Context: an optimization exercise on an open-source flow, tuned for small area. The choices shown serve that exercise and are no tape-out recipe. At most, simulation tests tie the RTL to the original design; equivalence was not proved. Only the layout flow was run in runs 2 and 3; the RTL was not checked for function there. Power and IR drop assume default switching activity.

==> flow/config.mk <==
export PLATFORM = sky130hd
export DESIGN_NAME = snake_wrapper
export DESIGN_NICKNAME = snake_wrapper
export VERILOG_FILES = /design/flow/design.v
export SDC_FILE = /design/flow/constraint.sdc
export NUM_CORES = 4
export LEC_CHECK = 0
export CAP_MARGIN = 20
export CORE_MARGIN = 2
export CORE_UTILIZATION = 40
export SLEW_MARGIN = 20
==> flow/constraint.sdc <==
create_clock -name core_clock -period 10.0 [get_ports {CLK}]
set_input_delay 2.0000 -clock core_clock [delete_from_list [all_inputs] [get_ports {CLK}]]
set_output_delay 2.0000 -clock core_clock [all_outputs]
set_load 0.01 [all_outputs]
==> flow/design.v <==
`timescale 1ns / 1ps
module Generic_counter(
    CLK,
    RESET,
    ENABLE_IN,
    TRIG_OUT,
    COUNT
);
    parameter COUNTER_WIDTH = 1;
    parameter COUNTER_MAX = 1;
    input CLK;
    input RESET;
    input ENABLE_IN;
    output TRIG_OUT;
    output [COUNTER_WIDTH-1:0] COUNT;
    reg [COUNTER_WIDTH-1:0] count_value;
    reg Trigger_out;
    always @ (posedge CLK)
        if (RESET)
            count_value <= 0;
        else
            if (ENABLE_IN)
                if (count_value == COUNTER_MAX)
                    count_value <= 0;
                else
                    count_value <= count_value + 1;
    always @ (posedge CLK)
        if (RESET)
            Trigger_out <= 0;
        else
            if (ENABLE_IN && (count_value == COUNTER_MAX))
                Trigger_out <= 1;
            else
                Trigger_out <= 0;
    assign COUNT = count_value;
    assign TRIG_OUT = Trigger_out;
endmodule
`timescale 1ns / 1ps
module Master_state_machine(
    input BTNC,
    input CLK,
    input RESET,
    input LOST,
    output [1:0] MSM_STATE
);
    parameter START = 2'b00;
    parameter PLAY = 2'b01;
    parameter LOSS = 2'b10;
    reg [1:0] Curr_state;
    reg [1:0] Next_state;
    assign MSM_STATE = Curr_state;
    always @ (posedge CLK)
        if (RESET) 
            Curr_state <= START;
        else if (LOST)
            Curr_state <= LOSS;
        else 
            Curr_state <= Next_state;
    always @ (Curr_state or RESET or BTNC)
        case (Curr_state)
            START :
                if (BTNC)
                    Next_state = PLAY;
                else
                    Next_state = Curr_state;
            default :
                Next_state = Curr_state;
        endcase
endmodule
`timescale 1ns / 1ps
module Navigation_state_machine(
    input CLK,
    input BTNR,
    input BTNL,
    input BTND,
    input BTNU,
    input RESET,
    output [1:0] NAV_STATE
);
    parameter UP = 2'd0;
    parameter LEFT = 2'd1;
    parameter RIGHT = 2'd2;
    parameter DOWN = 2'd3;
    reg [1:0] Curr_state;
    reg [1:0] Next_state;
    assign NAV_STATE = Curr_state;
    always @ (posedge CLK)
        if (RESET) 
            Curr_state <= 0;
        else 
            Curr_state <= Next_state;
    always @ (Curr_state or BTNL or BTNU or BTNR or BTND or RESET)
        case (Curr_state)
            UP : begin
                if (BTNL)
                    Next_state <= 2'd1;
                else if (BTNR)
                    Next_state <= 2'd2;
                else
                    Next_state <= Curr_state;
            end
            LEFT : begin
                if (BTNU)
                    Next_state <= 2'd0;
                else if (BTND)
                    Next_state <= 2'd3;
                else 
                    Next_state <= Curr_state; 
            end
            RIGHT : begin
                if (BTNU)
                    Next_state <= 2'd0;
                else if (BTND)
                    Next_state <= 2'd3;
                else
                    Next_state <= Curr_state;
            end
            DOWN : begin
                if (BTNL)
                    Next_state <= 2'd1;
                else if (BTNR)
                    Next_state <= 2'd2;
                else
                    Next_state <= Curr_state;
            end
        endcase
endmodule
`timescale 1ns / 1ps
module random_num_gen(
    input RESET,
    input CLK,
    input TARGET_REACHED,
    output reg [7:0] TARGET_ADDR_H,
    output reg [6:0] TARGET_ADDR_V
);
    reg [7:0] LFSR_1;
    reg [6:0] LFSR_2;
    wire R_INPUT_1 = (LFSR_1[3] ~^ (LFSR_1[4] ~^ (LFSR_1[5] ~^ LFSR_1[7])));   
    wire R_INPUT_2 = LFSR_2[6] ~^ LFSR_2[5];
    always @ (posedge CLK)
        if (RESET)
            LFSR_1 <= 8'b00000000;
        else begin
            LFSR_1[7] <= LFSR_1[6];
            LFSR_1[6] <= LFSR_1[5];
            LFSR_1[5] <= LFSR_1[4];
            LFSR_1[4] <= LFSR_1[3];
            LFSR_1[3] <= LFSR_1[2];
            LFSR_1[2] <= LFSR_1[1];
            LFSR_1[1] <= LFSR_1[0];
            LFSR_1[0] <= R_INPUT_1;
        end
    always @ (posedge CLK)
        if (RESET) 
            LFSR_2 <= 7'b0000000;
        else begin
            LFSR_2[6] <= LFSR_2[5];
            LFSR_2[5] <= LFSR_2[4];
            LFSR_2[4] <= LFSR_2[3];
            LFSR_2[3] <= LFSR_2[2];
            LFSR_2[2] <= LFSR_2[1];
            LFSR_2[1] <= LFSR_2[0];
            LFSR_2[0] <= R_INPUT_2;
        end
    always @ (posedge CLK)
        if (TARGET_REACHED) begin
            if (LFSR_1 < 160)
                TARGET_ADDR_H <= LFSR_1;
            else
                TARGET_ADDR_H <= 80;
            if (LFSR_2 < 120)
                TARGET_ADDR_V <= LFSR_2;
            else 
                TARGET_ADDR_V <= 60;
        end else if (RESET) begin
            TARGET_ADDR_H <= 80;
            TARGET_ADDR_V <= 60;
        end
endmodule
`timescale 1ns / 1ps
module VGA_module(
    input CLK,
    input RESET,
    input [11:0] COLOUR_IN,
    output reg [11:0] COLOUR_OUT,
    output reg HS,
    output reg VS,
    output reg [9:0] ADDRH,
    output reg [8:0] ADDRV
);
    wire  TRIG_1;
    wire  HorTriggOut;
    wire  VerticalTriggOut;
    wire  [9:0] HorCount;
    wire  [9:0] VerticalCount;
    parameter VertTimeToPulseWidthEnd   = 10'd2;
    parameter VertTimeToBackPorchEnd    = 10'd31;
    parameter VertTimeToDisplayTimeEnd  = 10'd511;
    parameter VertTimeToFrontPorchEnd   = 10'd521;
    parameter HorzTimeToPulseWidthEnd   = 10'd96;
    parameter HorzTimeToBackPorchEnd    = 10'd144;
    parameter HorzTimeToDisplayTimeEnd  = 10'd784;
    parameter HorzTimeToFrontPorchEnd   = 10'd800;
    Generic_counter # (
        .COUNTER_WIDTH(2),
        .COUNTER_MAX(3)
    ) FreqCounter (
        .CLK(CLK),
        .ENABLE_IN(1'b1),
        .RESET(RESET),
        .TRIG_OUT(TRIG_1)
    );
    Generic_counter # (
        .COUNTER_WIDTH(10),
        .COUNTER_MAX(799)
    ) HorizCounter (
        .CLK(CLK),
        .ENABLE_IN(TRIG_1),
        .RESET(RESET),
        .TRIG_OUT(HorTriggOut),
        .COUNT(HorCount)
    );
    Generic_counter # (
        .COUNTER_WIDTH(10),
        .COUNTER_MAX(520)
    ) VerticalCounter (
        .CLK(CLK),
        .ENABLE_IN(HorTriggOut),
        .RESET(RESET),
        .COUNT(VerticalCount)
    );
    always @ (posedge CLK)
        if (HorCount < HorzTimeToPulseWidthEnd)
            HS <= 0;
        else 
            HS <= 1;
    always @ (posedge CLK)
        if (VerticalCount < VertTimeToPulseWidthEnd)
            VS <= 0;
        else 
            VS <= 1;
    always @ (posedge CLK)
        if (HorCount < HorzTimeToDisplayTimeEnd && 
            HorCount > HorzTimeToBackPorchEnd && 
            VerticalCount < VertTimeToDisplayTimeEnd && 
            VerticalCount > VertTimeToBackPorchEnd)
            COLOUR_OUT <= COLOUR_IN;    
        else 
            COLOUR_OUT <= 0;  
    always @ (posedge CLK)
        if (HorCount < HorzTimeToDisplayTimeEnd && HorCount > HorzTimeToBackPorchEnd)
            ADDRH <= HorCount - HorzTimeToBackPorchEnd;
        else 
            ADDRH <= 0;
    always @ (posedge CLK)
        if (VerticalCount < VertTimeToDisplayTimeEnd && VerticalCount > VertTimeToBackPorchEnd)
            ADDRV <= VerticalCount - VertTimeToBackPorchEnd;
        else 
            ADDRV <= 0;
endmodule
`timescale 1ns / 1ps
module Snake_control(
    input       CLK,
    input       RESET,
    input [1:0] MSM_STATE,
    input [1:0] NAV_STATE,
    input [7:0] TARGET_ADDR_H,
    input [6:0] TARGET_ADDR_V,
    input [9:0] ADDRH,
    input [9:0] ADDRV,
    output reg [11:0] COLOUR_OUT,
    output reg TARGET_REACHED,
    output reg LOST
);
    parameter SnakeLength = 30;
    parameter SmallSnake = 2;
    parameter MaxX = 159;
    parameter MaxY = 119;
    parameter RED = 12'b000000001111;
    parameter BLUE = 12'b111100000000;
    parameter DARKBLUE = 12'b011100000000;
    parameter YELLOW = 12'b000011111111;
    parameter BLACK = 12'b000000000000;
    reg [7:0] SnakeState_X [0 : SnakeLength - 1];
    reg [6:0] SnakeState_Y [0 : SnakeLength - 1];
    reg [4:0] SnakeVar;
    integer i;
    wire TRIG_FRAME;
    Generic_counter # (
        .COUNTER_WIDTH(10),
        .COUNTER_MAX(999)
    ) FreqCounter (
        .CLK(CLK),
        .ENABLE_IN(1'b1),
        .RESET(RESET),
        .TRIG_OUT(TRIG_FRAME)
    );
    always @ (posedge CLK)
        if (RESET) begin
            LOST <= 1'b0;
            SnakeVar <= SmallSnake;
            TARGET_REACHED <= 1'b0;
        end else
            case (MSM_STATE)
                2'b00 : begin
                    if ((ADDRH >= 125 && ADDRH <= 250 && ADDRV >= 75 && ADDRV <= 100) ||
                        (ADDRH >= 100 && ADDRH <= 275 && ADDRV >= 100 && ADDRV <= 175) ||
                        (ADDRH >= 75 && ADDRH <= 150 && ADDRV >= 175 && ADDRV <= 350) ||
                        (ADDRH >= 125 && ADDRH <= 225 && ADDRV >= 325 && ADDRV <= 400) ||
                        (ADDRH >= 175 && ADDRH <= 325 && ADDRV >= 375 && ADDRV <= 450) ||
                        (ADDRH >= 250 && ADDRH <= 500 && ADDRV >= 450 && ADDRV <= 480) ||
                        (ADDRH >= 475 && ADDRH <= 500 && ADDRV >= 425 && ADDRV <= 450))
                        COLOUR_OUT <= YELLOW;
                    else if ((ADDRH >= 275 && ADDRH <= 400 && ADDRV >= 150 && ADDRV <= 160) ||
                             (ADDRH >= 370 && ADDRH <= 380 && ADDRV >= 130 && ADDRV <= 150))
                        COLOUR_OUT <= RED;
                    else if ((ADDRH >= 450 && ADDRH <= 495 && ADDRV >= 225 && ADDRV <= 240) ||
                             (ADDRH >= 450 && ADDRH <= 465 && ADDRV >= 240 && ADDRV <= 270) ||
                             (ADDRH >= 465 && ADDRH <= 495 && ADDRV >= 270 && ADDRV <= 285) ||
                             (ADDRH >= 495 && ADDRH <= 510 && ADDRV >= 285 && ADDRV <= 315) ||
                             (ADDRH >= 465 && ADDRH <= 510 && ADDRV >= 315 && ADDRV <= 330) ||
                             (ADDRH >= 495 && ADDRH <= 510 && ADDRV >= 240 && ADDRV <= 255) ||
                             (ADDRH >= 450 && ADDRH <= 465 && ADDRV >= 300 && ADDRV <= 315))
                        COLOUR_OUT <= BLUE;
                    else
                        COLOUR_OUT <= BLACK;
                    if ((ADDRH >= 210 && ADDRH <= 225 && ADDRV >= 120 && ADDRV <= 135))
                        COLOUR_OUT <= BLACK;
                    SnakeVar <= SmallSnake;
                end
                2'b01 : begin
                    if (ADDRH[9:2] == SnakeState_X[0] && ADDRV[8:2] == SnakeState_Y[0]) 
                        COLOUR_OUT <= YELLOW;
                    else if (ADDRH[9:2] == TARGET_ADDR_H && ADDRV[8:2] == TARGET_ADDR_V)
                        COLOUR_OUT <= RED;
                    else
                        COLOUR_OUT <= DARKBLUE;
                    for (i = 0; i < SnakeLength; i = i + 1)
                        if (i < SnakeVar &&
                            ADDRH[9:2] == SnakeState_X[i] && 
                            ADDRV[8:2] == SnakeState_Y[i])
                            COLOUR_OUT <= YELLOW;
                    if (SnakeState_X[1] == TARGET_ADDR_H && 
                        SnakeState_Y[1] == TARGET_ADDR_V &&
                        TARGET_REACHED == 0) begin
                        TARGET_REACHED <= 1; 
                        if (SnakeVar < SnakeLength)
                            SnakeVar <= SnakeVar + 1; 
                    end else
                        TARGET_REACHED <= 0;
                    if (SnakeState_X[0] < 1 || SnakeState_X[0] > MaxX+1 || 
                        SnakeState_Y[0] < 1 || SnakeState_Y[0] > MaxY+1)
                        LOST <= 1'b1;
                    for (i = 1; i < SnakeLength; i = i + 1)
                        if (i < SnakeVar &&
                            SnakeState_X[0] == SnakeState_X[i] && 
                            SnakeState_Y[0] == SnakeState_Y[i])
                            LOST <= 1'b1;
                end
                2'b10 : begin
                    if ((ADDRH >= 0 && ADDRH <= 275 && ADDRV >= 375 && ADDRV <= 480) ||
                        (ADDRH >= 250 && ADDRH <= 400 && ADDRV >= 400 && ADDRV <= 480))
                        COLOUR_OUT <= YELLOW;
                    else if ((ADDRH >= 400 && ADDRH <= 550 && ADDRV >= 460 && ADDRV <= 470) ||
                             (ADDRH >= 520 && ADDRH <= 530 && ADDRV >= 440 && ADDRV <= 460))
                        COLOUR_OUT <= RED;
                    else if ((ADDRH >= 450 && ADDRH <= 465 && ADDRV >= 175 && ADDRV <= 265) ||
                             (ADDRH >= 465 && ADDRH <= 480 && ADDRV >= 190 && ADDRV <= 205) ||
                             (ADDRH >= 480 && ADDRH <= 510 && ADDRV >= 175 && ADDRV <= 190) ||
                             (ADDRH >= 510 && ADDRH <= 525 && ADDRV >= 190 && ADDRV <= 205))
                        COLOUR_OUT <= BLUE;
                    else
                        COLOUR_OUT <= BLACK;
                    if ((ADDRH >= 205 && ADDRH <= 210 && ADDRV >= 400 && ADDRV <= 405) ||
                        (ADDRH >= 210 && ADDRH <= 215 && ADDRV >= 405 && ADDRV <= 410) ||
                        (ADDRH >= 215 && ADDRH <= 220 && ADDRV >= 410 && ADDRV <= 415) ||
                        (ADDRH >= 220 && ADDRH <= 225 && ADDRV >= 415 && ADDRV <= 420) ||
                        (ADDRH >= 225 && ADDRH <= 230 && ADDRV >= 420 && ADDRV <= 425) ||
                        (ADDRH >= 225 && ADDRH <= 230 && ADDRV >= 400 && ADDRV <= 405) ||
                        (ADDRH >= 220 && ADDRH <= 225 && ADDRV >= 405 && ADDRV <= 410) ||
                        (ADDRH >= 210 && ADDRH <= 215 && ADDRV >= 415 && ADDRV <= 420) ||
                        (ADDRH >= 205 && ADDRH <= 210 && ADDRV >= 420 && ADDRV <= 425))
                        COLOUR_OUT <= BLACK;
                    else if ((ADDRH[9:3] >= 10 && ADDRH[9:3] < 70 && ADDRV[8:3] == 10) && 
                             ((ADDRH[9:3]-10)%2 == 0 && (ADDRH[9:3]-10)/2 < SnakeVar-2))
                        COLOUR_OUT <= RED;
                end
            endcase  
    always @ (posedge CLK)
        for (i = 0; i < SnakeLength - 1; i = i + 1)
            if (RESET) begin
                SnakeState_X[i+1] <= 80;
                SnakeState_Y[i+1] <= 100;
            end else if (TRIG_FRAME) begin
                SnakeState_X[i+1] <= SnakeState_X[i];
                SnakeState_Y[i+1] <= SnakeState_Y[i];
            end
    always @ (posedge CLK)
        if (RESET) begin
            SnakeState_X[0] <= 80;
            SnakeState_Y[0] <= 100;
        end else if (TRIG_FRAME)
            case (NAV_STATE)
                2'b00 : SnakeState_Y[0] <= SnakeState_Y[0] - 1;   
                2'b10 : SnakeState_X[0] <= SnakeState_X[0] + 1;   
                2'b01 : SnakeState_X[0] <= SnakeState_X[0] - 1;   
                2'b11 : SnakeState_Y[0] <= SnakeState_Y[0] + 1;   
            endcase
endmodule
`timescale 1ns / 1ps
module PmodJSTK_Demo(
    input [9:0] posDataX,        
    input [9:0] posDataY,        
    output reg BTNU,
    output reg BTND,
    output reg BTNL,
    output reg BTNR,
    output reg [3:0] LED
);
    always @(posDataX or posDataY)
        if (posDataX >= 1023-256 &&
            posDataY < posDataX &&
            posDataY >= 1023-posDataX) begin
            BTNU <= 1'b1;
            BTND <= 1'b0;
            BTNL <= 1'b0;
            BTNR <= 1'b0;
            LED <= 4'b1000;
        end else if (posDataX < 256 &&
                     posDataY >= posDataX &&
                     posDataY < 1023-posDataX) begin
            BTNU <= 1'b0;
            BTND <= 1'b1;
            BTNL <= 1'b0;
            BTNR <= 1'b0;
            LED <= 4'b0100;
        end else if (posDataY >= 1023-256 &&
                     posDataX < posDataY &&
                     posDataX >= 1023-posDataY) begin
            BTNU <= 1'b0;
            BTND <= 1'b0;
            BTNL <= 1'b1;
            BTNR <= 1'b0;
            LED <= 4'b0010;
        end else if (posDataY < 256 &&
                     posDataX >= posDataY &&
                     posDataX < 1023-posDataY) begin
            BTNU <= 1'b0;
            BTND <= 1'b0;
            BTNL <= 1'b0;
            BTNR <= 1'b1;
            LED <= 4'b0001;
        end else begin
            BTNU <= 1'b0;
            BTND <= 1'b0;
            BTNL <= 1'b0;
            BTNR <= 1'b0;
            LED <= 4'b0000;
        end
endmodule
`timescale 1ns / 1ps
module snake_wrapper(
    input CLK,
    input RESET,
    input BTNC,
    input [9:0] JSTK_X,
    input [9:0] JSTK_Y,
    output [11:0] COLOUR_OUT,
    output HS,
    output VS,
    output [3:0] LED
);
    wire [1:0] MSM_STATE;
    wire [1:0] NAV_STATE;
    wire [7:0] TARGET_ADDR_H;
    wire [6:0] TARGET_ADDR_V;
    wire TARGET_REACHED;
    wire LOST;
    wire [11:0] COLOUR_OUTS;
    wire [9:0] ADDRH;
    wire [8:0] ADDRV;
    wire Timed_Mode;
    wire BTNU;
    wire BTND;
    wire BTNL;
    wire BTNR;
    Master_state_machine Master(
        .BTNC(BTNC),
        .CLK(CLK),
        .RESET(RESET),
        .LOST(LOST),
        .MSM_STATE(MSM_STATE)
    );
    Navigation_state_machine Navigation(
        .BTNU(BTNU),
        .BTND(BTND),
        .BTNR(BTNR),
        .BTNL(BTNL),
        .CLK(CLK),
        .RESET(RESET),
        .NAV_STATE(NAV_STATE)
    );
    random_num_gen Target(
        .RESET(RESET),
        .CLK(CLK),
        .TARGET_REACHED(TARGET_REACHED),
        .TARGET_ADDR_H(TARGET_ADDR_H),
        .TARGET_ADDR_V(TARGET_ADDR_V)
    );                    
    VGA_module VGA(
        .COLOUR_IN(COLOUR_OUTS),
        .CLK(CLK),
        .RESET(RESET),
        .HS(HS),
        .VS(VS),
        .ADDRH(ADDRH),
        .ADDRV(ADDRV),
        .COLOUR_OUT(COLOUR_OUT)
    );
    Snake_control Control(
        .MSM_STATE(MSM_STATE),
        .NAV_STATE(NAV_STATE),
        .TARGET_ADDR_H(TARGET_ADDR_H),
        .TARGET_ADDR_V(TARGET_ADDR_V),
        .ADDRH(ADDRH),
        .ADDRV({1'b0, ADDRV}),
        .COLOUR_OUT(COLOUR_OUTS),
        .TARGET_REACHED(TARGET_REACHED),
        .CLK(CLK),
        .LOST(LOST),
        .RESET(RESET)
    );
    PmodJSTK_Demo PmodJSTK (
        .posDataX(JSTK_X),
        .posDataY(JSTK_Y),
        .BTNU(BTNU),
        .BTND(BTND),
        .BTNL(BTNL),
        .BTNR(BTNR),
        .LED(LED)
    );
endmodule
==> flow/run.sh <==
#!/bin/bash
# synth_recipe.tcl (not shown) runs the flow's synth.tcl, then flattens the netlist and writes it again
# the make line also repeats each setting of config.mk as NAME=value (left out here)
make -C /OpenROAD-flow-scripts/flow DESIGN_CONFIG=/design/flow/config.mk WORK_HOME=/design/flow/orfs CLKGATE_MAP_FILE= SYNTH_SCRIPT=/design/flow/synth_recipe.tcl finish
==> flow_metrics.env, run 1 <==
export IMPL_start_util_pct=40.51
export IMPL_grt_pass1_wl_um=165100
export IMPL_cp_start_kind="input pin"
export IMPL_final_common_cell="xnor2_1"
export IMPL_worstMarginPinSlew_ns=1.176
export IMPL_crit_required_ns=8.00
export IMPL_cts_root_buf="clkbuf_16"
export IMPL_cts_hold_buffers_added=0
export IMPL_fmax_mhz=147.6
export IMPL_power_total_uw=4811
export IMPL_slew_headroom_pct=20.90
export IMPL_p_sw_uw=1097
export IMPL_ys_seq_elements=555
export IMPL_syn_num_nets=3877
export IMPL_placed_area_um2=34790
export IMPL_skew_ns=0.03439
export IMPL_io_pins=41
export IMPL_rr_endpoint="Control.COLOUR_OUT[3]"
export IMPL_h_tree_depth=2
export IMPL_grt_pass1_vias=25659
export IMPL_syn_inst=3794
export IMPL_numCtsBuffers=60
export IMPL_stdcell_area_um2=36900
export IMPL_async_flop_share_pct=0
export IMPL_reg2reg_from="Control.SnakeVar[2]"
export IMPL_path_delay_family="buffers and inverters"
export IMPL_cp_startpoint="JSTK_Y[1]"
export IMPL_power_per_cell_area_nw_per_um2=130.4
export IMPL_status="complete, no violations"
export IMPL_synth_area_per_cell_um2=8.949
export IMPL_drtPass1Iterations=6
export IMPL_placedCellCount=4724
export IMPL_crit_top_cell="clkdlybuf4s50_1"
export IMPL_clock_sinks=555
export IMPL_reg2reg_depth=10
export IMPL_postCtsResizedCells=0
export IMPL_num_rows=106
export IMPL_gp_congestion=0.9032
export IMPL_crit_cells=9
export IMPL_antenna_found_initial=0
export IMPL_syn_cell_area_um2=33950
export IMPL_end_kind="primary output"
export IMPL_cts_path_max_buffers=3
export IMPL_hold_path_cell_count=1
export IMPL_hold_class="flip-flop to flip-flop"
export IMPL_die_w_um=295.3
export IMPL_internal_power_uw=3714
export IMPL_numPortBuffers=40
export IMPL_synth_cell_types=80
export IMPL_yosysSeqAreaShare_pct=33.28
export IMPL_power_switching_share_pct=22.81
export IMPL_track_usage_pct=24.49
export IMPL_die_h_um=295.3
export IMPL_vias=27019
export IMPL_drt_wirelength_per_cell_um=22.61
export IMPL_ir_worst_vdd_mv=0.1567
export IMPL_setup_viol=0
export IMPL_crit_arrival_ns=4.78
export IMPL_fin_crit_sh_pct=67.76
export IMPL_cp_max_fo=4
export IMPL_yosysWarnings=12
export IMPL_finalMaxSlewViolations=0
export IMPL_cts_tree="built"
export IMPL_crit_chain="clkdlybuf4s50_1 > inv_1 > ha_1 > or4b_1 > o21bai_1 > a21oi_1 > nor2_1 > nor3_1 > clkdlybuf4s50_1"
export IMPL_place_hpwl_um=71080
export IMPL_layout_common_cells="xnor2_1 (548), dfxtp_1 (505), mux2i_1 (437)"
export IMPL_grt_overflow=0
export IMPL_clkPwrFrac_pct=49.9
export IMPL_worstSkewPairLatency_ns=0.65
export IMPL_drive_above_1_share_pct=5.161
export IMPL_antenna_left=0
export IMPL_hold_viol_final=0
export IMPL_wl_um=109300
export IMPL_diodes=0
export IMPL_viasPerCell=5.588
export IMPL_grt_start_max_net_pins=125
export IMPL_fin_cells=4835
export IMPL_r2r_slack_ns=5.38
export IMPL_worst_path_buf_inv=3
export IMPL_post_cts_buffers=0
export IMPL_areaGrowthSynthToFinish_pct=8.675
export IMPL_crit_path_end="LED[1]"
export IMPL_min_period_ns=6.776
export IMPL_max_stage_delay_ns=0.62
export IMPL_drt_iter0_drc=2723
export IMPL_layout_nets=3735
export IMPL_comb_power_share_pct=3.4
export IMPL_crit_slowest_cell="clkdlybuf4s50_1"
export IMPL_fin_setup_tns_ns=0
export IMPL_synth_ff_type="dfxtp_1"
export IMPL_path_class="input pin to primary output"
export IMPL_rsz0062_at_grt="false"
export IMPL_p_seq_share_pct=46.7
export IMPL_clkSlewWorstSetupHoldPaths_ns=0.06
export IMPL_fp_dieArea_um2=87230
export IMPL_synth_edff_count=19
export IMPL_placeableCoreArea_um2=83820
export IMPL_power_leakage_uw=0.01321
export IMPL_drc=0
export IMPL_cap_violations=0
stage by stage:
stage                     hold WS [ns]  setup WS (ns)  util [%]
after floorplan                 0.4073          4.482         -
after global placement          0.4206          3.147     41.48
after detailed placement        0.4245          3.230     41.50
after CTS                       0.4347          3.209     44.02
after global routing            0.4519          3.034     44.02
final                           0.4325          3.224     44.02
layout make-up:
cell class                      count  area, um2
Clock inverter                     29      394.1
Inverter                           54      207.7
Multi-Input combinational cell   2889      21000
Fill cell                        8364      46920
Clock buffer                       82       1717
Sequential cell                   555      11350
Tap cell                         1134       1419
Timing Repair Buffer               92      808.3
layer usage:
metal  global-route usage, %  up-vias  share of wire (%)
met5                       0        -                  0
met4                   8.332        0                3.2
met3                   3.759      229                7.7
met2                   38.68     1144                 45
met1                   33.97    13020                 45
li1                        -    12626                  -
power groups by stage:
stage	sequential, uW	combinational [uW]	clock [uW]
floorplan	2290	105	0
finish	2250	162	2400
detailed placement	2290	161	0
CTS	2250	162	2440
global route	2240	177	2530
global placement	2290	161	0
cells in the mapped netlist, types with 6 or more instances:
| cell | number | area share (%) |
|---|---|---|
| xnor2_1 | 548 | 14 |
| dfxtp_1 | 536 | 32 |
| mux2i_1 | 437 | 13 |
| xor2_1 | 417 | 11 |
| nor2_1 | 403 | 4.5 |
| nand2_1 | 231 | 2.6 |
| nand4_1 | 163 | 3.0 |
| nor4_1 | 135 | 2.5 |
| clkbuf_1 | 98 | 1.1 |
| buf_1 | 71 | 0.78 |
| buf_2 | 71 | 1.0 |
| ha_1 | 60 | 2.2 |
| inv_1 | 54 | 0.60 |
| a21oi_1 | 51 | 0.75 |
| nand3_1 | 51 | 0.75 |
| o21ai_0 | 49 | 0.72 |
| nor3_1 | 48 | 0.71 |
| buf_4 | 44 | 0.97 |
| nand2b_1 | 29 | 0.53 |
| nor2b_1 | 29 | 0.53 |
| a31oi_1 | 22 | 0.41 |
| and3_1 | 22 | 0.41 |
| edfxtp_1 | 19 | 1.7 |
| or3_1 | 14 | 0.26 |
| and2_1 | 13 | 0.24 |
| o21a_1 | 12 | 0.27 |
| buf_6 | 11 | 0.36 |
| or4_1 | 11 | 0.24 |
| a21o_1 | 9 | 0.20 |
| a2111oi_0 | 7 | 0.18 |
| a211oi_1 | 7 | 0.15 |
| o211ai_1 | 6 | 0.13 |
| o31ai_1 | 6 | 0.13 |
kinds of logic after synthesis:
family	after synthesis	share of synthesized area (%)
adder cells (fa/ha/maj)	60	2.211
XOR/XNOR	965	24.89
buffers and inverters	350	4.894
flip-flops	555	33.28
AO/OA/AOI/OAI	245	4.842
AND/OR/NAND/NOR	1181	16.96
multiplexers	438	12.92
registers in the layout, summed over array words and instances, names as in the netlist, 8 cells and up:
register,flops
VGA.VerticalCounter.count_value,10
VGA.ADDRV,9
VGA.HorizCounter.count_value,10
Control.FreqCounter.count_value,10
VGA.ADDRH,10
Control.SnakeState_X,240
Control.SnakeState_Y,210
Target.LFSR_1,8
Target.TARGET_ADDR_H,8
worst min-delay path by stage:
stage	start	to	slack, ns
finish	VGA.FreqCounter.count_value[0]	VGA.FreqCounter.count_value[0]	0.43
global route	VGA.FreqCounter.count_value[0]	VGA.FreqCounter.count_value[0]	0.45
CTS	VGA.FreqCounter.count_value[0]	VGA.FreqCounter.count_value[0]	0.43
detailed placement	Control.COLOUR_OUT[10]	VGA.COLOUR_OUT[10]	0.42
global placement	VGA.FreqCounter.count_value[0]	VGA.FreqCounter.count_value[0]	0.42
floorplan	VGA.FreqCounter.count_value[0]	VGA.FreqCounter.count_value[0]	0.41
==> inputs of run 2 (changes only) <==
--- a/flow/design.v
+++ b/flow/design.v
@@ -182,24 +182,20 @@
     input CLK,
     input RESET,
-    input [11:0] COLOUR_IN,
-    output reg [11:0] COLOUR_OUT,
+    input [3:0] COLOUR_IN,
+    output reg [3:0] COLOUR_OUT,
     output reg HS,
     output reg VS,
-    output reg [9:0] ADDRH,
-    output reg [8:0] ADDRV
+    output [9:0] ADDRH,
+    output reg [8:0] ADDRV,
+    output [7:0] NEXTX,
+    output SLOT_END
 );
-    wire  TRIG_1;
-    wire  HorTriggOut;
-    wire  VerticalTriggOut;
-    wire  [9:0] HorCount;
-    wire  [9:0] VerticalCount;
-    parameter VertTimeToPulseWidthEnd   = 10'd2;
-    parameter VertTimeToBackPorchEnd    = 10'd31;
-    parameter VertTimeToDisplayTimeEnd  = 10'd511;
-    parameter VertTimeToFrontPorchEnd   = 10'd521;
-    parameter HorzTimeToPulseWidthEnd   = 10'd96;
-    parameter HorzTimeToBackPorchEnd    = 10'd144;
-    parameter HorzTimeToDisplayTimeEnd  = 10'd784;
-    parameter HorzTimeToFrontPorchEnd   = 10'd800;
+    wire TRIG_1;
+    wire HorTriggOut;
+    wire [1:0] PixCount;
+    wire [9:0] HorCount;
+    wire [9:0] VerticalCount;
+    reg [9:0] raw_h;    
+    reg in_h;           
     Generic_counter # (
         .COUNTER_WIDTH(2),
@@ -209,5 +205,6 @@
         .ENABLE_IN(1'b1),
         .RESET(RESET),
-        .TRIG_OUT(TRIG_1)
+        .TRIG_OUT(TRIG_1),
+        .COUNT(PixCount)
     );
     Generic_counter # (
@@ -231,30 +228,24 @@
     );
     always @ (posedge CLK)
-        if (HorCount < HorzTimeToPulseWidthEnd)
-            HS <= 0;
-        else 
-            HS <= 1;
-    always @ (posedge CLK)
-        if (VerticalCount < VertTimeToPulseWidthEnd)
-            VS <= 0;
-        else 
-            VS <= 1;
-    always @ (posedge CLK)
-        if (HorCount < HorzTimeToDisplayTimeEnd && 
-            HorCount > HorzTimeToBackPorchEnd && 
-            VerticalCount < VertTimeToDisplayTimeEnd && 
-            VerticalCount > VertTimeToBackPorchEnd)
-            COLOUR_OUT <= COLOUR_IN;    
-        else 
-            COLOUR_OUT <= 0;  
-    always @ (posedge CLK)
-        if (HorCount < HorzTimeToDisplayTimeEnd && HorCount > HorzTimeToBackPorchEnd)
-            ADDRH <= HorCount - HorzTimeToBackPorchEnd;
-        else 
-            ADDRH <= 0;
-    always @ (posedge CLK)
-        if (VerticalCount < VertTimeToDisplayTimeEnd && VerticalCount > VertTimeToBackPorchEnd)
-            ADDRV <= VerticalCount - VertTimeToBackPorchEnd;
-        else 
+        HS <= !(HorCount < 96);
+    always @ (posedge CLK)
+        VS <= !(VerticalCount < 2);
+    always @ (posedge CLK)
+        if (HorCount < 784 && HorCount > 144 &&
+            VerticalCount < 511 && VerticalCount > 31)
+            COLOUR_OUT <= COLOUR_IN;
+        else
+            COLOUR_OUT <= 0;
+    always @ (posedge CLK) begin
+        raw_h <= HorCount - 10'd144;
+        in_h <= (HorCount < 784 && HorCount > 144);
+    end
+    assign ADDRH = in_h ? raw_h : 10'd0;
+    assign NEXTX = raw_h[9:2] + 8'd1;
+    assign SLOT_END = (PixCount == 2'd1) && (raw_h[1:0] == 2'd3);
+    always @ (posedge CLK)
+        if (VerticalCount < 511 && VerticalCount > 31)
+            ADDRV <= VerticalCount - 10'd31;
+        else
             ADDRV <= 0;
 endmodule
@@ -268,6 +259,8 @@
     input [6:0] TARGET_ADDR_V,
     input [9:0] ADDRH,
-    input [9:0] ADDRV,
-    output reg [11:0] COLOUR_OUT,
+    input [8:0] ADDRV,
+    input [7:0] NEXTX,
+    input       SLOT_END,
+    output reg [3:0] COLOUR_OUT,    
     output reg TARGET_REACHED,
     output reg LOST
@@ -277,23 +270,134 @@
     parameter MaxX = 159;
     parameter MaxY = 119;
-    parameter RED = 12'b000000001111;
-    parameter BLUE = 12'b111100000000;
-    parameter DARKBLUE = 12'b011100000000;
-    parameter YELLOW = 12'b000011111111;
-    parameter BLACK = 12'b000000000000;
-    reg [7:0] SnakeState_X [0 : SnakeLength - 1];
-    reg [6:0] SnakeState_Y [0 : SnakeLength - 1];
+    parameter RED      = 4'b0001;
+    parameter BLUE     = 4'b1100;
+    parameter DARKBLUE = 4'b0100;
+    parameter YELLOW   = 4'b0011;
+    parameter BLACK    = 4'b0000;
+    localparam NONE = 5'd31;
     reg [4:0] SnakeVar;
+    reg [9:0] step_cnt;
+    wire tick = (step_cnt == 10'd999);
+    always @ (posedge CLK)
+        if (RESET || tick)
+            step_cnt <= RESET ? 10'd1023 : 10'd0;
+        else
+            step_cnt <= step_cnt + 1'b1;
+    reg [7:0] head_x;
+    reg [6:0] head_y;
+    reg [1:0] last_dir;
+    reg [4:0] steps;           
+    function [14:0] back;
+        input [14:0] p;
+        input [1:0] d;
+        input v;
+        begin
+            back = p;
+            if (v)
+                case (d)
+                    2'd0: back[6:0]  = p[6:0]  + 1'b1;   
+                    2'd1: back[14:7] = p[14:7] + 1'b1;   
+                    2'd2: back[14:7] = p[14:7] - 1'b1;   
+                    2'd3: back[6:0]  = p[6:0]  - 1'b1;   
+                endcase
+        end
+    endfunction
+    always @ (posedge CLK)
+        if (RESET) begin
+            head_x <= 80;
+            head_y <= 100;
+            steps <= 0;
+        end else if (tick) begin
+            case (NAV_STATE)
+                2'b00 : head_y <= head_y - 1;   
+                2'b10 : head_x <= head_x + 1;   
+                2'b01 : head_x <= head_x - 1;   
+                2'b11 : head_y <= head_y + 1;   
+            endcase
+            last_dir <= NAV_STATE;
+            if (steps != 5'd29)
+                steps <= steps + 1'b1;
+        end
+    reg [1:0] ring [0:28];
     integer i;
-    wire TRIG_FRAME;
-    Generic_counter # (
-        .COUNTER_WIDTH(10),
-        .COUNTER_MAX(999)
-    ) FreqCounter (
-        .CLK(CLK),
-        .ENABLE_IN(1'b1),
-        .RESET(RESET),
-        .TRIG_OUT(TRIG_FRAME)
-    );
+    always @ (posedge CLK) begin
+        for (i = 1; i < 29; i = i + 1)
+            ring[i] <= ring[i-1];
+        ring[0] <= tick ? NAV_STATE : ring[28];
+    end
+    reg [4:0] kb;
+    wire [4:0] ka = (kb == 5'd28) ? 5'd0 : kb + 1'b1;
+    always @ (posedge CLK)
+        if (RESET)
+            kb <= 5'd26;
+        else if (tick)
+            kb <= 5'd0;
+        else
+            kb <= (kb >= 5'd27) ? kb - 5'd27 : kb + 5'd2;
+    reg [14:0] walk;
+    wire [14:0] in1 = (kb == 5'd0 || steps == 5'd0) ? 15'd0 : walk;
+    wire [14:0] o1 = back(in1, ring[0], kb < steps);
+    wire [14:0] in2 = (ka == 5'd0) ? 15'd0 : o1;
+    wire [14:0] o2 = back(in2, ring[14], ka < steps);
+    wire [4:0] i1 = kb + 1'b1;    
+    wire [4:0] i2 = ka + 1'b1;    
+    always @ (posedge CLK)
+        walk <= o2;
+    wire [14:0] trel = {NEXTX - head_x, ADDRV[8:2] - head_y};
+    wire m1 = (o1 == trel);
+    wire m2 = (o2 == trel);
+    reg [4:0] acc;      
+    reg [4:0] cur;      
+    wire [4:0] a1 = (m1 && i1 < acc) ? i1 : acc;
+    wire [4:0] a2 = (m2 && i2 < a1) ? i2 : a1;
+    wire [4:0] a_next = !tick ? a2 :
+                        (trel == 15'd0) ? 5'd1 :
+                        (a2 >= 5'd29) ? NONE : a2 + 1'b1;
+    wire head_hit = (ADDRH[9:2] == head_x) && (ADDRV[8:2] == head_y);
+    wire [4:0] cur_tick = head_hit ? 5'd1 : (cur >= 5'd29) ? NONE : cur + 1'b1;
+    always @ (posedge CLK)
+        if (SLOT_END) begin
+            cur <= a_next;
+            acc <= NONE;
+        end else begin
+            acc <= a_next;
+            if (tick)
+                cur <= cur_tick;
+        end
+    function [3:0] unit;
+        input [14:0] p;
+        begin
+            unit[0] = (p[14:7] == 8'd0)   && (p[6:0] == 7'd127);
+            unit[1] = (p[14:7] == 8'd255) && (p[6:0] == 7'd0);
+            unit[2] = (p[14:7] == 8'd1)   && (p[6:0] == 7'd0);
+            unit[3] = (p[14:7] == 8'd0)   && (p[6:0] == 7'd1);
+        end
+    endfunction
+    wire [3:0] u1 = unit(o1) & {4{kb != 5'd28}};
+    wire [3:0] u2 = unit(o2) & {4{ka != 5'd28}};
+    reg [4:0] near [0:3];
+    reg [4:0] near_next [0:3];
+    reg [4:0] hit;     
+    integer u;
+    always @ (*)
+        for (u = 0; u < 4; u = u + 1) begin
+            near_next[u] = near[u];
+            if (near_next[u] == NONE && u1[u])
+                near_next[u] = i1;
+            if (near_next[u] == NONE && u2[u])
+                near_next[u] = i2;
+        end
+    always @ (posedge CLK)
+        for (u = 0; u < 4; u = u + 1)
+            if (RESET || tick)
+                near[u] <= NONE;
+            else
+                near[u] <= near_next[u];
+    always @ (posedge CLK)
+        if (RESET)
+            hit <= 5'd1;
+        else if (tick)
+            hit <= (near_next[NAV_STATE] == NONE) ? NONE : near_next[NAV_STATE] + 1'b1;
+    wire [14:0] seg1 = back({head_x, head_y}, last_dir, steps != 5'd0);
     always @ (posedge CLK)
         if (RESET) begin
@@ -330,5 +434,5 @@
                 end
                 2'b01 : begin
-                    if (ADDRH[9:2] == SnakeState_X[0] && ADDRV[8:2] == SnakeState_Y[0]) 
+                    if (head_hit || cur < SnakeVar)
                         COLOUR_OUT <= YELLOW;
                     else if (ADDRH[9:2] == TARGET_ADDR_H && ADDRV[8:2] == TARGET_ADDR_V)
@@ -336,25 +440,15 @@
                     else
                         COLOUR_OUT <= DARKBLUE;
-                    for (i = 0; i < SnakeLength; i = i + 1)
-                        if (i < SnakeVar &&
-                            ADDRH[9:2] == SnakeState_X[i] && 
-                            ADDRV[8:2] == SnakeState_Y[i])
-                            COLOUR_OUT <= YELLOW;
-                    if (SnakeState_X[1] == TARGET_ADDR_H && 
-                        SnakeState_Y[1] == TARGET_ADDR_V &&
+                    if (seg1 == {TARGET_ADDR_H, TARGET_ADDR_V} &&
                         TARGET_REACHED == 0) begin
-                        TARGET_REACHED <= 1; 
+                        TARGET_REACHED <= 1;
                         if (SnakeVar < SnakeLength)
-                            SnakeVar <= SnakeVar + 1; 
+                            SnakeVar <= SnakeVar + 1;
                     end else
                         TARGET_REACHED <= 0;
-                    if (SnakeState_X[0] < 1 || SnakeState_X[0] > MaxX+1 || 
-                        SnakeState_Y[0] < 1 || SnakeState_Y[0] > MaxY+1)
+                    if (head_x < 1 || head_x > MaxX+1 ||
+                        head_y < 1 || head_y > MaxY+1 ||
+                        hit < SnakeVar)
                         LOST <= 1'b1;
-                    for (i = 1; i < SnakeLength; i = i + 1)
-                        if (i < SnakeVar &&
-                            SnakeState_X[0] == SnakeState_X[i] && 
-                            SnakeState_Y[0] == SnakeState_Y[i])
-                            LOST <= 1'b1;
                 end
                 2'b10 : begin
@@ -382,28 +476,8 @@
                         (ADDRH >= 205 && ADDRH <= 210 && ADDRV >= 420 && ADDRV <= 425))
                         COLOUR_OUT <= BLACK;
-                    else if ((ADDRH[9:3] >= 10 && ADDRH[9:3] < 70 && ADDRV[8:3] == 10) && 
+                    else if ((ADDRH[9:3] >= 10 && ADDRH[9:3] < 70 && ADDRV[8:3] == 10) &&
                              ((ADDRH[9:3]-10)%2 == 0 && (ADDRH[9:3]-10)/2 < SnakeVar-2))
                         COLOUR_OUT <= RED;
                 end
-            endcase  
-    always @ (posedge CLK)
-        for (i = 0; i < SnakeLength - 1; i = i + 1)
-            if (RESET) begin
-                SnakeState_X[i+1] <= 80;
-                SnakeState_Y[i+1] <= 100;
-            end else if (TRIG_FRAME) begin
-                SnakeState_X[i+1] <= SnakeState_X[i];
-                SnakeState_Y[i+1] <= SnakeState_Y[i];
-            end
-    always @ (posedge CLK)
-        if (RESET) begin
-            SnakeState_X[0] <= 80;
-            SnakeState_Y[0] <= 100;
-        end else if (TRIG_FRAME)
-            case (NAV_STATE)
-                2'b00 : SnakeState_Y[0] <= SnakeState_Y[0] - 1;   
-                2'b10 : SnakeState_X[0] <= SnakeState_X[0] + 1;   
-                2'b01 : SnakeState_X[0] <= SnakeState_X[0] - 1;   
-                2'b11 : SnakeState_Y[0] <= SnakeState_Y[0] + 1;   
             endcase
 endmodule
@@ -477,8 +551,10 @@
     wire TARGET_REACHED;
     wire LOST;
-    wire [11:0] COLOUR_OUTS;
+    wire [3:0] COLOUR_OUTS;
+    wire [3:0] COLOUR;
     wire [9:0] ADDRH;
     wire [8:0] ADDRV;
-    wire Timed_Mode;
+    wire [7:0] NEXTX;
+    wire SLOT_END;
     wire BTNU;
     wire BTND;
@@ -507,5 +583,5 @@
         .TARGET_ADDR_H(TARGET_ADDR_H),
         .TARGET_ADDR_V(TARGET_ADDR_V)
-    );                    
+    );
     VGA_module VGA(
         .COLOUR_IN(COLOUR_OUTS),
@@ -516,5 +592,7 @@
         .ADDRH(ADDRH),
         .ADDRV(ADDRV),
-        .COLOUR_OUT(COLOUR_OUT)
+        .NEXTX(NEXTX),
+        .SLOT_END(SLOT_END),
+        .COLOUR_OUT(COLOUR)
     );
     Snake_control Control(
@@ -524,5 +602,7 @@
         .TARGET_ADDR_V(TARGET_ADDR_V),
         .ADDRH(ADDRH),
-        .ADDRV({1'b0, ADDRV}),
+        .ADDRV(ADDRV),
+        .NEXTX(NEXTX),
+        .SLOT_END(SLOT_END),
         .COLOUR_OUT(COLOUR_OUTS),
         .TARGET_REACHED(TARGET_REACHED),
@@ -531,4 +611,5 @@
         .RESET(RESET)
     );
+    assign COLOUR_OUT = {COLOUR[3], {3{COLOUR[2]}}, {4{COLOUR[1]}}, {4{COLOUR[0]}}};
     PmodJSTK_Demo PmodJSTK (
         .posDataX(JSTK_X),
==> flow_metrics.env, run 2 <==
export IMPL_status="complete, no violations"
export IMPL_yosys_area_top_type="dfxtp_1"
export IMPL_die_h_um=216.3
export IMPL_slew_headroom_pct=28.97
export IMPL_drt_iter0_drc=1789
export IMPL_cts_root_buf="clkbuf_16"
export IMPL_h_tree_depth=1
export IMPL_setup_viol=0
export IMPL_placeableCoreArea_um2=44320
export IMPL_fin_setup_tns_ns=0
export IMPL_drtPass1Iterations=6
export IMPL_reg_largest_list="Control.ring (58), Control.near (20), Control.walk (15)"
export IMPL_largest_reg_flops=58
export IMPL_antenna_found_initial=0
export IMPL_synthTopCellsByArea="dfxtp_1 (24%), ha_1 (9.9%), nand2_1 (4.4%)"
export IMPL_grt_pass1_wl_um=87880
export IMPL_fp_dieArea_um2=46790
export IMPL_syn_inst=2253
export IMPL_final_core_util_pct=44.76
export IMPL_io_pins=41
export IMPL_max_stage_delay_ns=0.54
export IMPL_worstSkewPairLatency_ns=0.58
export IMPL_diodes=0
export IMPL_power_per_cell_area_nw_per_um2=168.8
export IMPL_hold_viol_final=0
export IMPL_fin_crit_sh_pct=91.04
export IMPL_synthTopCellsByCount="dfxtp_1 (214), nand2_1 (212), nor2_1 (177)"
export IMPL_hold_class="flip-flop to flip-flop"
export IMPL_numCtsBuffers=27
export IMPL_cp_max_fo=16
export IMPL_synth_area_per_cell_um2=8.003
export IMPL_syn_cell_area_um2=18030
export IMPL_r2r_slack_ns=0.90
export IMPL_crit_slowest_cell="nor4_4"
export IMPL_fmax_mhz=109.8
export IMPL_synth_cell_types=105
export IMPL_num_rows=77
export IMPL_syn_num_nets=2424
export IMPL_synth_ff_type="dfxtp_1"
export IMPL_min_period_ns=9.104
export IMPL_clkSlewWorstSetupHoldPaths_ns=0.07
export IMPL_ys_seq_elements=240
export IMPL_grt_pass1_vias=15652
export IMPL_viasPerCell=5.952
export IMPL_vias=16962
export IMPL_crit_required_ns=10.31
export IMPL_track_usage_pct=23.23
export IMPL_post_cts_buffers=0
export IMPL_yosysWarnings=12
export IMPL_numPortBuffers=40
export IMPL_layout_nets=2408
export IMPL_place_hpwl_um=42480
export IMPL_gp_congestion=0.9713
export IMPL_drc=0
export IMPL_cts_path_max_buffers=3
export IMPL_areaGrowthSynthToFinish_pct=10.03
export IMPL_fillers=4389
export IMPL_skew_ns=0.01873
export IMPL_cp_start_kind="flip-flop"
export IMPL_async_flop_share_pct=0
export IMPL_finalMaxSlewViolations=0
export IMPL_synth_top_cell_area_share_pct=23.76
export IMPL_worstMarginPinSlew_ns=1.065
export IMPL_power_leakage_uw=0.007672
export IMPL_grt_overflow=0
export IMPL_final_common_cell="dfxtp_1"
export IMPL_yosysSeqAreaShare_pct=28.09
export IMPL_postCtsResizedCells=0
export IMPL_cts_hold_buffers_added=0
export IMPL_path_class="flip-flop to flip-flop"
export IMPL_die_w_um=216.3
export IMPL_drive_above_1_share_pct=5.757
export IMPL_yosysMostFrequentCell="dfxtp_1"
export IMPL_ir_worst_vdd_mv=0.1747
export IMPL_synth_edff_count=26
export IMPL_clock_sinks=240
export IMPL_top_register="Control.ring"
export IMPL_antenna_left=0
export IMPL_start_util_pct=40.68
export IMPL_rsz0062_at_grt="false"
export IMPL_crit_arrival_ns=9.42
export IMPL_wl_um=55870
export IMPL_drt_wirelength_per_cell_um=19.60
export IMPL_layout_common_cells="dfxtp_1 (214), nand2_1 (212), nor2_1 (177)"
export IMPL_grt_start_max_net_pins=51
export IMPL_end_kind="flip-flop"
export IMPL_cap_violations=0
export IMPL_cts_tree="built"
==> run 2: changes by cell type after synthesis, sizes merged, moves of 172 or more <==
| cell | delta |
|---|---|
| xnor2 | -457 |
| mux2i | -412 |
| xor2 | -346 |
| dfxtp | -322 |
| nor2 | -224 |
| buf | -172 |
==> run 2: critical path, delay by kind of cell (launching register included) <==
kind | cells | cell delay, ns
AO/OA/AOI/OAI | 11 | 2.89
AND/OR/NAND/NOR | 10 | 2.66
flip-flops | 1 | 0.46
multiplexers | 4 | 1.03
adder cells (fa/ha/maj) | 4 | 1.29
buffers and inverters | 3 | 0.33
XOR/XNOR | 1 | 0.18
==> run 2: layer usage <==
layer  vias to the layer above  routed length [um]  global-route usage (%)
met1                      7977               26020                   33.97
met4                         0                1493                   6.895
met2                       753               23900                   35.64
met5                         -                   0                       0
li1                       8125                   -                       -
met3                       107                4455                   2.793
==> run 2: layout make-up <==
class	instances	area (um2)	share of cell area (%)
multi-input combinational	1759	11930	60.16
sequential	240	5065	25.53
clock buffer	32	747.0	3.765
tap	592	740.7	3.734
timing repair buffer	65	583.1	2.939
inverter	144	540.5	2.725
clock inverter	18	227.7	1.148
==> run 2: metrics by stage <==
step | hold slack, ns | worst slack, ns | total power, uW | cell area (um2) | std cells
floorplan | 0.3096 | 1.547 | 1904 | 18030 | 2253
global placement | 0.3123 | 1.375 | 2236 | 18860 | 2800
detailed placement | 0.3121 | 1.106 | 2249 | 18860 | 2800
CTS | 0.3247 | 1.075 | 3347 | 19840 | 2850
global route | 0.3251 | 0.2878 | 3526 | 19840 | 2850
finish | 0.3212 | 0.8963 | 3350 | 19840 | 2850
==> run 2: power breakdown <==
part | internal [uW] | switching, uW
logic | 383 | 782
registers | 1030 | 68.1
clock network | 645 | 443
==> run 2: final timing paths <==
| check | startpoint | end | cells after the start |
|---|---|---|---|
| min reg2reg | Control.ring[27][1] | Control.ring[28][1] | 0 |
| min | Control.ring[27][1] | Control.ring[28][1] | 0 |
| max | Control.kb[1] | Control.cur[3] | 33 |
| max reg2reg | Control.kb[1] | Control.cur[3] | 33 |
==> run 2: cells by family after synthesis <==
| logic type | after synthesis | share of synthesized area [%] |
|---|---|---|
| simple gates | 840 | 24.06 |
| compound gates | 570 | 21.30 |
| buf+inv | 254 | 5.718 |
| flops | 240 | 28.09 |
| xor+xnor | 164 | 8.168 |
| fa+ha+maj | 148 | 10.52 |
| mux | 37 | 2.137 |
==> inputs of run 3 (changes only) <==
--- a/flow/config.mk
+++ b/flow/config.mk
@@ -6,6 +6,7 @@
 export NUM_CORES = 4
 export LEC_CHECK = 0
+export ABC_AREA = 1
 export CAP_MARGIN = 20
 export CORE_MARGIN = 2
-export CORE_UTILIZATION = 40
+export CORE_UTILIZATION = 60
 export SLEW_MARGIN = 20
==> flow_metrics.env, run 3 <==
export IMPL_numCtsBuffers=26
export IMPL_worstHoldStart="Control.ring[8][1]"
export IMPL_synthTopCellsByCount="nand2_1 (562), inv_1 (371), nor2_1 (257)"
export IMPL_layout_nets=2787
export IMPL_skew_ns=0.02075
export IMPL_top_register="Control.ring"
export IMPL_placeableCoreArea_um2=29400
export IMPL_yosysSeqAreaShare_pct=28.47
export IMPL_layout_common_cells="nand2_1 (562), inv_1 (371), nor2_1 (256)"
export IMPL_io_pins=41
export IMPL_finalMaxSlewViolations=0
export IMPL_comb_power_share_pct=34.1
export IMPL_placedCellCount=2978
export IMPL_internal_power_uw=1855
export IMPL_worstMarginPinSlew_ns=0.9734
export IMPL_areaGrowthSynthToFinish_pct=8.209
export IMPL_status="complete, no violations"
export IMPL_cp_start_kind="flip-flop"
export IMPL_synthTopCellsByArea="dfxtp_1 (24%), nand2_1 (12%), ha_1 (10%)"
export IMPL_synth_edff_count=26
export IMPL_place_hpwl_um=43020
export IMPL_worstSkewPairLatency_ns=0.55
export IMPL_cp_max_fo=12
export IMPL_end_kind="flip-flop"
export IMPL_die_w_um=176.2
export IMPL_cts_hold_buffers_added=0
export IMPL_synth_area_per_cell_um2=6.855
export IMPL_reg2reg_from="Control.kb[0]"
export IMPL_slew_headroom_pct=33.43
export IMPL_async_flop_share_pct=0
export IMPL_path_class="flip-flop to flip-flop"
export IMPL_reg_largest_list="Control.ring (58), Control.near (20), Control.walk (15)"
export IMPL_fin_crit_sh_pct=71.41
export IMPL_fp_dieArea_um2=31040
export IMPL_final_common_cell="nand2_1"
export IMPL_ys_seq_elements=240
export IMPL_drt_iter0_drc=2357
export IMPL_fmax_mhz=140.0
export IMPL_rr_endpoint="Control.cur[2]"
export IMPL_crit_top_cell="nand2_1"
export IMPL_vias=18196
export IMPL_antenna_found_initial=0
export IMPL_power_per_cell_area_nw_per_um2=157.6
export IMPL_yosysWarnings=12
export IMPL_syn_inst=2595
export IMPL_hold_path_cell_count=0
export IMPL_drt_wirelength_per_cell_um=18.23
export IMPL_reg2reg_depth=41
export IMPL_die_h_um=176.2
export IMPL_grt_pass1_wl_um=86880
export IMPL_clock_sinks=240
export IMPL_max_stage_delay_ns=0.55
export IMPL_diodes=0
export IMPL_postCtsResizedCells=0
export IMPL_clkSlewWorstSetupHoldPaths_ns=0.07
export IMPL_syn_cell_area_um2=17790
export IMPL_rsz0062_at_grt="false"
export IMPL_post_cts_buffers=0
export IMPL_largest_reg_flops=58
export IMPL_numPortBuffers=40
export IMPL_fin_setup_tns_ns=0
export IMPL_p_seq_share_pct=35.5
export IMPL_setup_viol=0
export IMPL_min_period_ns=7.141
export IMPL_cts_path_max_buffers=3
export IMPL_p_sw_uw=1179
export IMPL_hold_end="Control.ring[9][1]"
export IMPL_cts_root_buf="clkbuf_16"
export IMPL_power_switching_share_pct=38.86
export IMPL_syn_num_nets=2766
export IMPL_r2r_slack_ns=2.86
export IMPL_wl_um=55150
export IMPL_drtPass1Iterations=7
export IMPL_synth_top_cell_area_share_pct=24.08
export IMPL_num_rows=63
export IMPL_yosys_area_top_type="dfxtp_1"
export IMPL_ir_worst_vdd_mv=0.1767
export IMPL_gp_congestion=1.006
export IMPL_hold_viol_final=0
export IMPL_cts_tree="built"
export IMPL_fin_cells=3025
export IMPL_yosysMostFrequentCell="nand2_1"
export IMPL_crit_arrival_ns=7.45
export IMPL_track_usage_pct=34.74
export IMPL_grt_start_max_net_pins=42
export IMPL_start_util_pct=60.50
export IMPL_grt_overflow=0
export IMPL_drive_above_1_share_pct=6.414
export IMPL_clkPwrFrac_pct=30.4
export IMPL_viasPerCell=6.015
export IMPL_cap_violations=0
export IMPL_crit_slowest_cell="dfxtp_1"
export IMPL_hold_class="flip-flop to flip-flop"
export IMPL_drc=0
export IMPL_crit_required_ns=10.31
export IMPL_whs_ns=0.3189
export IMPL_synth_ff_type="dfxtp_1"
export IMPL_grt_pass1_vias=16610
export IMPL_power_leakage_uw=0.008966
export IMPL_antenna_left=0
export IMPL_synth_cell_types=77
export IMPL_h_tree_depth=1
[run 3: cell count changes in the layout (fill, tap and decap cells not counted), sizes merged, moves of 18 or more]
cell    previous run  this run
nand4             56        78
nand2b            43         0
and3              33         3
mux2i             25         1
nand3             85       190
buf               26         5
nor2b             38         0
nand2            212       588
nor2             180       281
xnor2             91        11
a211oi            26         8
inv              144       397
[run 3: cell families (layout without fill, tap and decap cells)]
logic type | count (synthesis) | after routing | synth area share, %
xor gates and xnor gates | 89 | 89 | 4.720
buffers and inverters | 457 | 497 | 10.12
DFF | 240 | 240 | 28.47
AOI/OAI and AO/OA | 417 | 417 | 14.27
adders and majority gates | 148 | 148 | 10.66
and+or+nand+nor | 1243 | 1243 | 31.69
muxes | 1 | 1 | 0.05627
[run 3: stage by stage]
step / setup slack (ns) / power, uW / util (%) / instance area, um2
CTS: 3.096 / 3006 / 65.46 / 19250
floorplan: 4.378 / 1848 / - / 17790
global route: 2.348 / 3182 / 65.47 / 19250
detailed placement: 3.139 / 2088 / 62.68 / 18430
global placement: 3.176 / 2059 / 62.68 / 18430
finish: 2.859 / 3033 / 65.47 / 19250
[run 3: layer usage]
metal / GRT usage, % / vias up / share of wire (%)
met5: 0 / - / 0
met4: 11.71 / 0 / 3.7
met3: 6.331 / 187 / 9.9
met2: 55.18 / 1007 / 43
met1: 47.61 / 8339 / 43
li1: - / 8663 / -
[run 3: how the worst max path moves through the flow]
| stage | startpoint | endpoint | slack [ns] | cells after the start |
|---|---|---|---|---|
| 4_1_cts | JSTK_Y[3] | LED[0] | 3.10 | 13 |
| 3_5_place_dp | JSTK_Y[9] | LED[0] | 3.14 | 12 |
| 6_report | Control.kb[0] | Control.cur[2] | 2.86 | 41 |
| 3_3_place_gp | JSTK_Y[3] | LED[0] | 3.18 | 13 |
| 2_1_floorplan | Control.kb[0] | Control.cur[4] | 4.38 | 49 |
| 5_1_grt | Control.kb[0] | Control.cur[4] | 2.35 | 49 |
[run 3: cell type report]
| class | count | area, um2 |
|---|---|---|
| Multi-Input combinational cell | 1898 | 10930 |
| Fill cell | 2571 | 10150 |
| Sequential cell | 240 | 5065 |
| Inverter | 406 | 1529 |
| Clock buffer | 31 | 689.4 |
| Tap cell | 390 | 488.0 |
| Timing Repair Buffer | 44 | 425.4 |
| Clock inverter | 16 | 126.4 |
[run 3: worst max-delay path, delay by kind of cell (launching register included)]
family | cells | cell delay (ns)
AOI/OAI and AO/OA | 6 | 1.12
xor gates and xnor gates | 1 | 0.19
adders and majority gates | 4 | 1.37
buffers and inverters | 6 | 0.71
DFF | 1 | 0.55
and+or+nand+nor | 24 | 2.95
[run 3: power groups by stage]
stage | Combinational, uW | Clock, uW | Sequential, uW
floorplan | 770 | 0 | 1080
global placement | 965 | 0 | 1090
detailed placement | 992 | 0 | 1100
CTS | 1000 | 931 | 1080
global route | 1130 | 966 | 1080
finish | 1030 | 921 | 1080

## static timing again, ports no longer ideal
No port has a modelled driver above. Below, the same layouts with a new extraction and two added sets of constraints. Step 1: set_driving_cell puts a clkbuf_16 on CLK and a buf_2 on each other input, an assumption about the parent block. Step 2 adds t to the input delays and takes it off the output delays; t is the mean of the earliest and latest rising clock arrival at the registers after step 1. Input paths then give back, and output paths get back, about the clock's delay inside the block. Three values: ideal ports, drivers, drivers and shift; two values: the first two.
run | shift t [ns] | setup slack, ns | latest minus earliest clock arrival (ns) | cell pins on the clock port's net
run 1 | 0.706 | 3.224 / 3.202 / 3.202 | 0.036 / 0.036 | 1
run 2 | 0.629 | 0.896 / 0.896 / 0.896 | 0.019 / 0.019 | 1
run 3 | 0.595 | 2.859 / 2.859 / 2.859 | 0.021 / 0.021 | 1
After both steps setup and hold are still met in every run listed. The setup slack of run 1, which loses most, moves by -0.022 ns with the drivers and by -0.022 ns with both steps.
